This is an optimization exercise on Yosys and OpenROAD, whose aim is small area, a short achievable clock period and few clock cycles per item, not a production implementation. Function was checked by simulation only, so behaviour that the tests miss may differ from the original. Power is estimated from default activity; no workload was simulated.

==> inputs of job 1988 <==
// mips_arith
module mips_arith (input  logic        clk,
                   input  logic        reset,
                   input  logic        start,
                   input  logic [3:0]  op,
                   input  logic [31:0] a,
                   input  logic [31:0] b,
                   output logic        ready,
                   output logic        done,
                   output logic [31:0] result,
                   output logic [31:0] result2);
localparam logic [2:0] K_INC = 3'd0, K_MUL = 3'd1, K_FADD = 3'd2, K_FCMP = 3'd3, K_DIV = 3'd4;
localparam logic [1:0] D_NONE = 2'd0, D_LOAD = 2'd1, D_STEP = 2'd2, D_FIN = 2'd3;
logic        rdy, v1;
logic [3:0]  op1;
logic [31:0] a1, b1;
assign ready = rdy;
logic [7:0]  bone_n, btwo_n, bone1, btwo1;
booth_enc benc(.b(b[15:0]), .neg(), .one(bone_n), .two(btwo_n));
logic [7:0]  dab_n, dba_n, ad_n, ad1;
logic        gt_n, gt1, eq1;
assign dab_n = a[30:23] - b[30:23];
assign dba_n = b[30:23] - a[30:23];
assign gt_n  = dab_n[7];
assign ad_n  = gt_n ? dba_n : dab_n;
logic [31:0] na, nb;
logic [5:0]  lza, lzb;
logic [5:0]  lza1, lzb1;
logic        pa, pb, dz_n, dz1;
  ...
clock: 10.0 ns
lec_check: 0
abc_area: 1
cap_margin: 20
core_margin: 2
core_utilization: 40
setup_slack_margin: 5
slew_margin: 20
run.sh (not shown) runs the stock make flow with config.mk's settings and CLKGATE_MAP_FILE= SYNTH_SCRIPT=/design/flow/synth_recipe.tcl, a recipe that flattens the netlist after the stock synthesis.
==> job 8110 (differences from job 1988) <==
--- a/flow/design.v
+++ b/flow/design.v
@@ -333,35 +333,35 @@
 logic        gt_n, gt1, eq1;
 assign dab_n = a[30:23] - b[30:23];
 assign dba_n = b[30:23] - a[30:23];
 assign gt_n  = dab_n[7];
 assign ad_n  = gt_n ? dba_n : dab_n;
 logic [31:0] na, nb;
 logic [5:0]  lza, lzb;
 logic [5:0]  lza1, lzb1;
-logic        pa, pb, dz_n, dz1;
+logic        pa, pb, pa1, pb1, dz_n, dz1;
 assign na = a ^ {32{a[31]}};
 assign nb = b ^ {32{b[31]}};
 always_comb begin
 	lza = 6'd32;
 	for (int i = 0; i < 32; i++) if (na[i]) lza = 6'(31 - i);
 	lzb = 6'd32;
 	for (int i = 0; i < 32; i++) if (nb[i]) lzb = 6'(31 - i);
 end
 assign pa        = a[31] & ((na[31:1] & ~na[30:0]) == 31'b0);
 assign pb        = b[31] & ((nb[31:1] & ~nb[30:0]) == 31'b0);
 assign dz_n      = (b == 32'b0);
 logic        v2;
 logic [2:0]  k2;
 logic [1:0]  dph;
 logic [31:0] m_a, m_b;
 logic [7:0]  m_c;
-logic        f0, f1, f2, f3, m_ci;    
-logic [33:0] m_d;
+logic        f0, f1, f2, f3, m_ci;
+logic [1:0]  d3h;
 logic        is_div1;
 logic [2:0]  k1;
 assign is_div1 = (op1 == 4'd5);
 always_comb begin
 	case (op1)
 		4'd4:       k1 = K_MUL;
 		4'd5:       k1 = K_DIV;
 		4'd6, 4'd7: k1 = K_FADD;
@@ -410,39 +410,39 @@
 	else if (r_sat) rj = a1[31] ? 32'h80000000 : 32'h7fffffff;
 	else if (r_m1)  rj = a1[31] ? 32'hffffffff : 32'h00000001;
 	else            rj = 32'h0;
 end
 assign rcin = r_norm & (a1[22] ^ a1[31]);
 logic [31:0] ms, mc;
 int_mult multiply(.a(a1[15:0]), .neg({b1[15], b1[13], b1[11], b1[9], b1[7], b1[5], b1[3], b1[1]}),
                   .one(bone1), .two(btwo1), .s(ms), .c(mc));
-logic [31:0] dn, dd, dl_s1;
-logic [33:0] dl3_s1;
+logic [31:0] dn, dd;
 logic [6:0]  sdiff;
 logic        dsingle;
-assign dn = a1[31] ? -a1 : a1;
-assign dd = b1[31] ? -b1 : b1;
-assign sdiff   = {1'b0, lzb1} - {1'b0, lza1};
+bk_add #(32) dn_add(.x(a1 ^ {32{a1[31]}}), .y(32'b0), .ci(a1[31]), .s(dn), .co());
+bk_add #(32) dd_add(.x(b1 ^ {32{b1[31]}}), .y(32'b0), .ci(b1[31]), .s(dd), .co());
+assign sdiff   = {1'b0, lzb1} - {6'b0, pb1} - {1'b0, lza1} + {6'b0, pa1};
 assign dsingle = dz1 | sdiff[6] | (sdiff == 7'd0);
-assign dl_s1   = dsingle ? dd : dd << {sdiff[4:1], 1'b0};
-assign dl3_s1  = {2'b0, dl_s1} + {1'b0, dl_s1, 1'b0};
 logic [31:0] ssum;
 bk_add #(32) s_add(.x(m_a), .y(m_b), .ci(m_ci), .s(ssum), .co());
 logic        dsub, dq, dlast;
 logic [31:0] dsum;
 assign dsub = ~((dph == D_FIN) & ~f1);
 assign {dq, dsum} = {1'b0, m_a} + {1'b0, m_b ^ {32{dsub}}} + {32'b0, dsub};
 assign dlast = (m_c[4:0] == 5'd0);
-logic [33:0] dtb, dtc;
+logic [33:0] dtb, dtc, dl3_load;
+logic [31:0] dl_load;
 logic        dq1, dq0;
 assign dtb      = {2'b0, m_a} - {1'b0, m_b, 1'b0};
-assign dtc      = {2'b0, m_a} - m_d;
+assign dtc      = {2'b0, m_a} - {d3h, result2};
 assign dq1      = ~dtb[33];
 assign dq0      = dq1 ? ~dtc[33] : dq;
+assign dl_load  = m_b << {m_c[4:1], 1'b0};
+bk_add #(34) d3_add(.x({2'b0, dl_load}), .y({1'b0, dl_load, 1'b0}), .ci(1'b0), .s(dl3_load), .co());
 logic [31:0] qf, quo, ds, dsd, rem;
 assign qf  = f2 ? {31'h7fffffff, ~m_a[31]} : result;
 bk_add #(32) q_add(.x(qf ^ {32{f0}}), .y(32'b0), .ci(f0), .s(quo), .co());
 assign ds  = {m_a[30], m_a[30:0]};
 assign dsd = {dsum[31] ^ m_a[31] ^ m_a[30], dsum[30:0]};
 always_comb begin
 	if (f1) rem = m_a[30] ? ds : ((m_a[30:0] == 31'b0) ? 32'b0 : dsd);
 	else    rem = m_a[30] ? dsd : ds;
@@ -476,17 +476,18 @@
 logic [31:0] res_n;
 always_comb begin
 	case (k2)
 		K_MUL:   res_n = ssum;
 		K_FADD:  res_n = fadd_out;
 		K_FCMP:  res_n = {30'b0, fcmp_out};
 		K_DIV: begin
 			case (dph)
-				D_STEP:  res_n = f3 ? {30'b0, dq1, dq0} : {result[29:0], dq1, dq0};
+				D_LOAD:  res_n = {31'b0, f3 & dq};
+				D_STEP:  res_n = {result[29:0], dq1, dq0};
 				default: res_n = quo;
 			endcase
 		end
 		default: res_n = ssum;
 	endcase
 end
 logic mid_free;
 assign mid_free = (dph == D_NONE) || (dph == D_FIN);
@@ -494,41 +495,45 @@
 	op1 <= op;
 	a1  <= a;
 	b1  <= b;
 	bone1    <= bone_n;
 	btwo1    <= btwo_n;
 	ad1      <= ad_n;
 	gt1      <= gt_n;
 	eq1      <= (dab_n == 8'd0);
-	lza1     <= lza - {5'b0, pa};
-	lzb1     <= lzb - {5'b0, pb};
+	lza1     <= lza;
+	lzb1     <= lzb;
+	pa1      <= pa;
+	pb1      <= pb;
 	dz1      <= dz_n;
 	result  <= res_n;
-	result2 <= rem;
+	if ((k2 == K_DIV) & (dph == D_LOAD)) {d3h, result2} <= dl3_load;
+	else if ((k2 == K_DIV) & (dph == D_STEP)) {d3h, result2} <= {2'b0, d3h, result2[31:2]};
+	else result2 <= rem;
 	if (reset) begin
 		rdy  <= 1'b1;
 		v1   <= 1'b0;
 		v2   <= 1'b0;
 		dph  <= D_NONE;
 		done <= 1'b0;
 	end
 	else begin
 		v1   <= start & rdy;
 		done <= v2 & ((k2 != K_DIV) | (dph == D_FIN));
-		rdy  <= ~(start & rdy & (op == 4'd5)) &
-		        ~(v1 & is_div1 & ~dsingle & (sdiff[4:1] != 4'd0)) &
+		rdy  <= ~(start & rdy & (op == 4'd5)) & ~(v1 & is_div1 & ~dsingle) &
+		        ~((dph == D_LOAD) & ~f3 & (m_c[4:1] != 4'd0)) &
 		        ~((dph == D_STEP) & (m_c[4:1] != 4'd0));
 		if (mid_free) begin
 			v2  <= v1;
-			dph <= (v1 & is_div1) ? D_STEP : D_NONE;
+			dph <= (v1 & is_div1) ? D_LOAD : D_NONE;
 		end
+		else if (dph == D_LOAD) dph <= f3 ? D_FIN : D_STEP;
 		else if (dlast) dph <= D_FIN;
 	end
-	m_d <= mid_free ? dl3_s1 : m_d >> 2;
 	if (mid_free) begin
 		k2 <= k1;
 		case (k1)
 			K_MUL: begin
 				m_a <= ms;
 				m_b <= mc;
 				m_ci <= 1'b0;
 			end
@@ -538,34 +543,38 @@
 				m_ci <= fsub1;
 				m_c <= greater ? eb : ea;
 				f0  <= a1[31];
 				f1  <= b1[31] ^ (isadd & op1[0]);
 				f2  <= eq1;
 			end
 			K_DIV: begin
 				m_a <= dn;
-				m_b <= dl_s1;
-				m_c <= dsingle ? 8'd0 : {4'b0, sdiff[4:1]};
+				m_b <= dd;
+				m_c <= {3'b0, sdiff[4:0]};
 				f0  <= a1[31] ^ b1[31];
 				f1  <= a1[31];
 				f2  <= dz1;
-				f3  <= 1'b1;
+				f3  <= dsingle;
 			end
 			default: begin
 				m_a <= (op1 == 4'd9) ? rj : alu;
 				m_b <= 32'b0;
 				m_ci <= (op1 == 4'd9) & rcin;
 			end
 		endcase
 	end
-	else begin
-		f3 <= 1'b0;
-		if (dlast) m_a <= dq1 ? dtc[31:0] : dsum;
+	else if (dph == D_LOAD) begin
+		if (f3) m_a <= dsum;
 		else begin
-			if (dq1) m_a <= dq0 ? dtc[31:0] : dtb[31:0];
-			else if (dq0) m_a <= dsum;
-			m_b <= m_b >> 2;
-			m_c <= m_c - 8'd1;
+			m_b <= dl_load;
+			m_c <= {4'b0, m_c[4:1]};
 		end
 	end
+	else if (dlast) m_a <= dq1 ? dtc[31:0] : dsum;
+	else begin
+		if (dq1) m_a <= dq0 ? dtc[31:0] : dtb[31:0];
+		else if (dq0) m_a <= dsum;
+		m_b <= m_b >> 2;
+		m_c <= m_c - 8'd1;
+	end
 end
 endmodule
==> flow/flow/run.sh (new file) <==
#!/bin/bash
set -euo pipefail
bash standard.sh SETUP_SLACK_MARGIN=5.7 finish > standard.log 2>&1
==> flow/standard.sh (new file) <==
#!/bin/bash
# synth_recipe.tcl (not shown) runs the flow's synth.tcl, then flattens the netlist and writes it again
# the make line also repeats each setting of config.mk as NAME=value (left out here)
make -C /OpenROAD-flow-scripts/flow DESIGN_CONFIG=/design/flow/config.mk WORK_HOME=/design/flow/orfs CLKGATE_MAP_FILE= SYNTH_SCRIPT=/design/flow/synth_recipe.tcl "${@:-finish}"
SETUP_SLACK_MARGIN = unset   (was 5)
removed: flow/run.sh
==> job 5244 (differences from job 1988) <==
--- a/flow/design.v
+++ b/flow/design.v
@@ -333,35 +333,35 @@
 logic        gt_n, gt1, eq1;
 assign dab_n = a[30:23] - b[30:23];
 assign dba_n = b[30:23] - a[30:23];
 assign gt_n  = dab_n[7];
 assign ad_n  = gt_n ? dba_n : dab_n;
 logic [31:0] na, nb;
 logic [5:0]  lza, lzb;
 logic [5:0]  lza1, lzb1;
-logic        pa, pb, dz_n, dz1;
+logic        pa, pb, pa1, pb1, dz_n, dz1;
 assign na = a ^ {32{a[31]}};
 assign nb = b ^ {32{b[31]}};
 always_comb begin
 	lza = 6'd32;
 	for (int i = 0; i < 32; i++) if (na[i]) lza = 6'(31 - i);
 	lzb = 6'd32;
 	for (int i = 0; i < 32; i++) if (nb[i]) lzb = 6'(31 - i);
 end
 assign pa        = a[31] & ((na[31:1] & ~na[30:0]) == 31'b0);
 assign pb        = b[31] & ((nb[31:1] & ~nb[30:0]) == 31'b0);
 assign dz_n      = (b == 32'b0);
 logic        v2;
 logic [2:0]  k2;
 logic [1:0]  dph;
 logic [31:0] m_a, m_b;
 logic [7:0]  m_c;
-logic        f0, f1, f2, f3, m_ci;    
-logic [33:0] m_d;
+logic        f0, f1, f2, f3, m_ci;
+logic [1:0]  d3h;
 logic        is_div1;
 logic [2:0]  k1;
 assign is_div1 = (op1 == 4'd5);
 always_comb begin
 	case (op1)
 		4'd4:       k1 = K_MUL;
 		4'd5:       k1 = K_DIV;
 		4'd6, 4'd7: k1 = K_FADD;
@@ -410,39 +410,39 @@
 	else if (r_sat) rj = a1[31] ? 32'h80000000 : 32'h7fffffff;
 	else if (r_m1)  rj = a1[31] ? 32'hffffffff : 32'h00000001;
 	else            rj = 32'h0;
 end
 assign rcin = r_norm & (a1[22] ^ a1[31]);
 logic [31:0] ms, mc;
 int_mult multiply(.a(a1[15:0]), .neg({b1[15], b1[13], b1[11], b1[9], b1[7], b1[5], b1[3], b1[1]}),
                   .one(bone1), .two(btwo1), .s(ms), .c(mc));
-logic [31:0] dn, dd, dl_s1;
-logic [33:0] dl3_s1;
+logic [31:0] dn, dd;
 logic [6:0]  sdiff;
 logic        dsingle;
-assign dn = a1[31] ? -a1 : a1;
-assign dd = b1[31] ? -b1 : b1;
-assign sdiff   = {1'b0, lzb1} - {1'b0, lza1};
+bk_add #(32) dn_add(.x(a1 ^ {32{a1[31]}}), .y(32'b0), .ci(a1[31]), .s(dn), .co());
+bk_add #(32) dd_add(.x(b1 ^ {32{b1[31]}}), .y(32'b0), .ci(b1[31]), .s(dd), .co());
+assign sdiff   = {1'b0, lzb1} - {6'b0, pb1} - {1'b0, lza1} + {6'b0, pa1};
 assign dsingle = dz1 | sdiff[6] | (sdiff == 7'd0);
-assign dl_s1   = dsingle ? dd : dd << {sdiff[4:1], 1'b0};
-assign dl3_s1  = {2'b0, dl_s1} + {1'b0, dl_s1, 1'b0};
 logic [31:0] ssum;
 bk_add #(32) s_add(.x(m_a), .y(m_b), .ci(m_ci), .s(ssum), .co());
 logic        dsub, dq, dlast;
 logic [31:0] dsum;
 assign dsub = ~((dph == D_FIN) & ~f1);
 assign {dq, dsum} = {1'b0, m_a} + {1'b0, m_b ^ {32{dsub}}} + {32'b0, dsub};
 assign dlast = (m_c[4:0] == 5'd0);
-logic [33:0] dtb, dtc;
+logic [33:0] dtb, dtc, dl3_load;
+logic [31:0] dl_load;
 logic        dq1, dq0;
 assign dtb      = {2'b0, m_a} - {1'b0, m_b, 1'b0};
-assign dtc      = {2'b0, m_a} - m_d;
+assign dtc      = {2'b0, m_a} - {d3h, result2};
 assign dq1      = ~dtb[33];
 assign dq0      = dq1 ? ~dtc[33] : dq;
+assign dl_load  = m_b << {m_c[4:1], 1'b0};
+bk_add #(34) d3_add(.x({2'b0, dl_load}), .y({1'b0, dl_load, 1'b0}), .ci(1'b0), .s(dl3_load), .co());
 logic [31:0] qf, quo, ds, dsd, rem;
 assign qf  = f2 ? {31'h7fffffff, ~m_a[31]} : result;
 bk_add #(32) q_add(.x(qf ^ {32{f0}}), .y(32'b0), .ci(f0), .s(quo), .co());
 assign ds  = {m_a[30], m_a[30:0]};
 assign dsd = {dsum[31] ^ m_a[31] ^ m_a[30], dsum[30:0]};
 always_comb begin
 	if (f1) rem = m_a[30] ? ds : ((m_a[30:0] == 31'b0) ? 32'b0 : dsd);
 	else    rem = m_a[30] ? dsd : ds;
@@ -476,17 +476,18 @@
 logic [31:0] res_n;
 always_comb begin
 	case (k2)
 		K_MUL:   res_n = ssum;
 		K_FADD:  res_n = fadd_out;
 		K_FCMP:  res_n = {30'b0, fcmp_out};
 		K_DIV: begin
 			case (dph)
-				D_STEP:  res_n = f3 ? {30'b0, dq1, dq0} : {result[29:0], dq1, dq0};
+				D_LOAD:  res_n = {31'b0, f3 & dq};
+				D_STEP:  res_n = {result[29:0], dq1, dq0};
 				default: res_n = quo;
 			endcase
 		end
 		default: res_n = ssum;
 	endcase
 end
 logic mid_free;
 assign mid_free = (dph == D_NONE) || (dph == D_FIN);
@@ -494,41 +495,45 @@
 	op1 <= op;
 	a1  <= a;
 	b1  <= b;
 	bone1    <= bone_n;
 	btwo1    <= btwo_n;
 	ad1      <= ad_n;
 	gt1      <= gt_n;
 	eq1      <= (dab_n == 8'd0);
-	lza1     <= lza - {5'b0, pa};
-	lzb1     <= lzb - {5'b0, pb};
+	lza1     <= lza;
+	lzb1     <= lzb;
+	pa1      <= pa;
+	pb1      <= pb;
 	dz1      <= dz_n;
 	result  <= res_n;
-	result2 <= rem;
+	if ((k2 == K_DIV) & (dph == D_LOAD)) {d3h, result2} <= dl3_load;
+	else if ((k2 == K_DIV) & (dph == D_STEP)) {d3h, result2} <= {2'b0, d3h, result2[31:2]};
+	else result2 <= rem;
 	if (reset) begin
 		rdy  <= 1'b1;
 		v1   <= 1'b0;
 		v2   <= 1'b0;
 		dph  <= D_NONE;
 		done <= 1'b0;
 	end
 	else begin
 		v1   <= start & rdy;
 		done <= v2 & ((k2 != K_DIV) | (dph == D_FIN));
-		rdy  <= ~(start & rdy & (op == 4'd5)) &
-		        ~(v1 & is_div1 & ~dsingle & (sdiff[4:1] != 4'd0)) &
+		rdy  <= ~(start & rdy & (op == 4'd5)) & ~(v1 & is_div1 & ~dsingle) &
+		        ~((dph == D_LOAD) & ~f3 & (m_c[4:1] != 4'd0)) &
 		        ~((dph == D_STEP) & (m_c[4:1] != 4'd0));
 		if (mid_free) begin
 			v2  <= v1;
-			dph <= (v1 & is_div1) ? D_STEP : D_NONE;
+			dph <= (v1 & is_div1) ? D_LOAD : D_NONE;
 		end
+		else if (dph == D_LOAD) dph <= f3 ? D_FIN : D_STEP;
 		else if (dlast) dph <= D_FIN;
 	end
-	m_d <= mid_free ? dl3_s1 : m_d >> 2;
 	if (mid_free) begin
 		k2 <= k1;
 		case (k1)
 			K_MUL: begin
 				m_a <= ms;
 				m_b <= mc;
 				m_ci <= 1'b0;
 			end
@@ -538,34 +543,38 @@
 				m_ci <= fsub1;
 				m_c <= greater ? eb : ea;
 				f0  <= a1[31];
 				f1  <= b1[31] ^ (isadd & op1[0]);
 				f2  <= eq1;
 			end
 			K_DIV: begin
 				m_a <= dn;
-				m_b <= dl_s1;
-				m_c <= dsingle ? 8'd0 : {4'b0, sdiff[4:1]};
+				m_b <= dd;
+				m_c <= {3'b0, sdiff[4:0]};
 				f0  <= a1[31] ^ b1[31];
 				f1  <= a1[31];
 				f2  <= dz1;
-				f3  <= 1'b1;
+				f3  <= dsingle;
 			end
 			default: begin
 				m_a <= (op1 == 4'd9) ? rj : alu;
 				m_b <= 32'b0;
 				m_ci <= (op1 == 4'd9) & rcin;
 			end
 		endcase
 	end
-	else begin
-		f3 <= 1'b0;
-		if (dlast) m_a <= dq1 ? dtc[31:0] : dsum;
+	else if (dph == D_LOAD) begin
+		if (f3) m_a <= dsum;
 		else begin
-			if (dq1) m_a <= dq0 ? dtc[31:0] : dtb[31:0];
-			else if (dq0) m_a <= dsum;
-			m_b <= m_b >> 2;
-			m_c <= m_c - 8'd1;
+			m_b <= dl_load;
+			m_c <= {4'b0, m_c[4:1]};
 		end
 	end
+	else if (dlast) m_a <= dq1 ? dtc[31:0] : dsum;
+	else begin
+		if (dq1) m_a <= dq0 ? dtc[31:0] : dtb[31:0];
+		else if (dq0) m_a <= dsum;
+		m_b <= m_b >> 2;
+		m_c <= m_c - 8'd1;
+	end
 end
 endmodule
==> flow/flow/run.sh (new file) <==
#!/bin/bash
set -euo pipefail
bash standard.sh SETUP_SLACK_MARGIN=5.5 finish > standard.log 2>&1
==> flow/standard.sh (new file) <==
#!/bin/bash
# synth_recipe.tcl (not shown) runs the flow's synth.tcl, then flattens the netlist and writes it again
# the make line also repeats each setting of config.mk as NAME=value (left out here)
make -C /OpenROAD-flow-scripts/flow DESIGN_CONFIG=/design/flow/config.mk WORK_HOME=/design/flow/orfs CLKGATE_MAP_FILE= SYNTH_SCRIPT=/design/flow/synth_recipe.tcl "${@:-finish}"
SETUP_SLACK_MARGIN = unset   (was 5)
removed: flow/run.sh
==> comparison <==
Job 5244 ran to the end with no violations. Job 8110 passed the timing, design-rule and antenna checks. Job 1988 finished with timing, DRC and antenna clean.
Via count: job 8110 > job 5244 > job 1988.
Of job 5244 and job 1988, job 1988 has the higher sequential power (gap about 10%, measured against job 1988).
Against job 1988, the sequential cell count of job 5244 is lower by 30.
Critical path depth, highest first: job 1988, job 5244, job 8110.
The lowest global-route usage belongs to job 1988, the highest to job 5244.
Design area: job 8110 > job 5244 > job 1988.
Testbench counts of job 1988, summed over its fixed seeds: cycles 10,794, ops 8,000.
Testbench counts of job 8110, summed over its fixed seeds: cycles 11,227, ops 8,000.
Testbench counts of job 5244, summed over its fixed seeds: cycles 11,227, ops 8,000.

==> static timing again, ports no longer ideal <==
The flow's constraints put no driver on any port. The routed layouts listed below were extracted and timed again, unchanged, in two steps.
Step 1, drivers: a clkbuf_16 drives clk and a buf_2 each remaining input, both assumed.
Step 2 moves the port delays by t, midway between the first and last clock arrival at a register: inputs arrive t later, outputs are due t later. That takes back most of the time a late clock gives input paths.
Three values: ideal, step 1, step 2; two values: the first two.
| run | shift t [ns] | slack for setup (ns) | latest minus earliest clock arrival (ns) | slew at the worst register clock pin (ns) |
|---|---|---|---|---|
| job 1988 | 0.666 | 4.882 / 4.882 / 4.650 | 0.022 / 0.022 | 0.06 / 0.06 |
| job 8110 | 0.648 | 5.661 / 5.661 / 5.377 | 0.043 / 0.042 | 0.07 / 0.07 |
| job 5244 | 0.665 | 5.535 / 5.535 / 5.212 | 0.039 / 0.039 | 0.08 / 0.08 |
After both steps every run listed still meets setup and hold. For job 5244, which loses most, drivers alone change the setup slack by 0.000 ns; drivers and shift together by -0.323 ns.
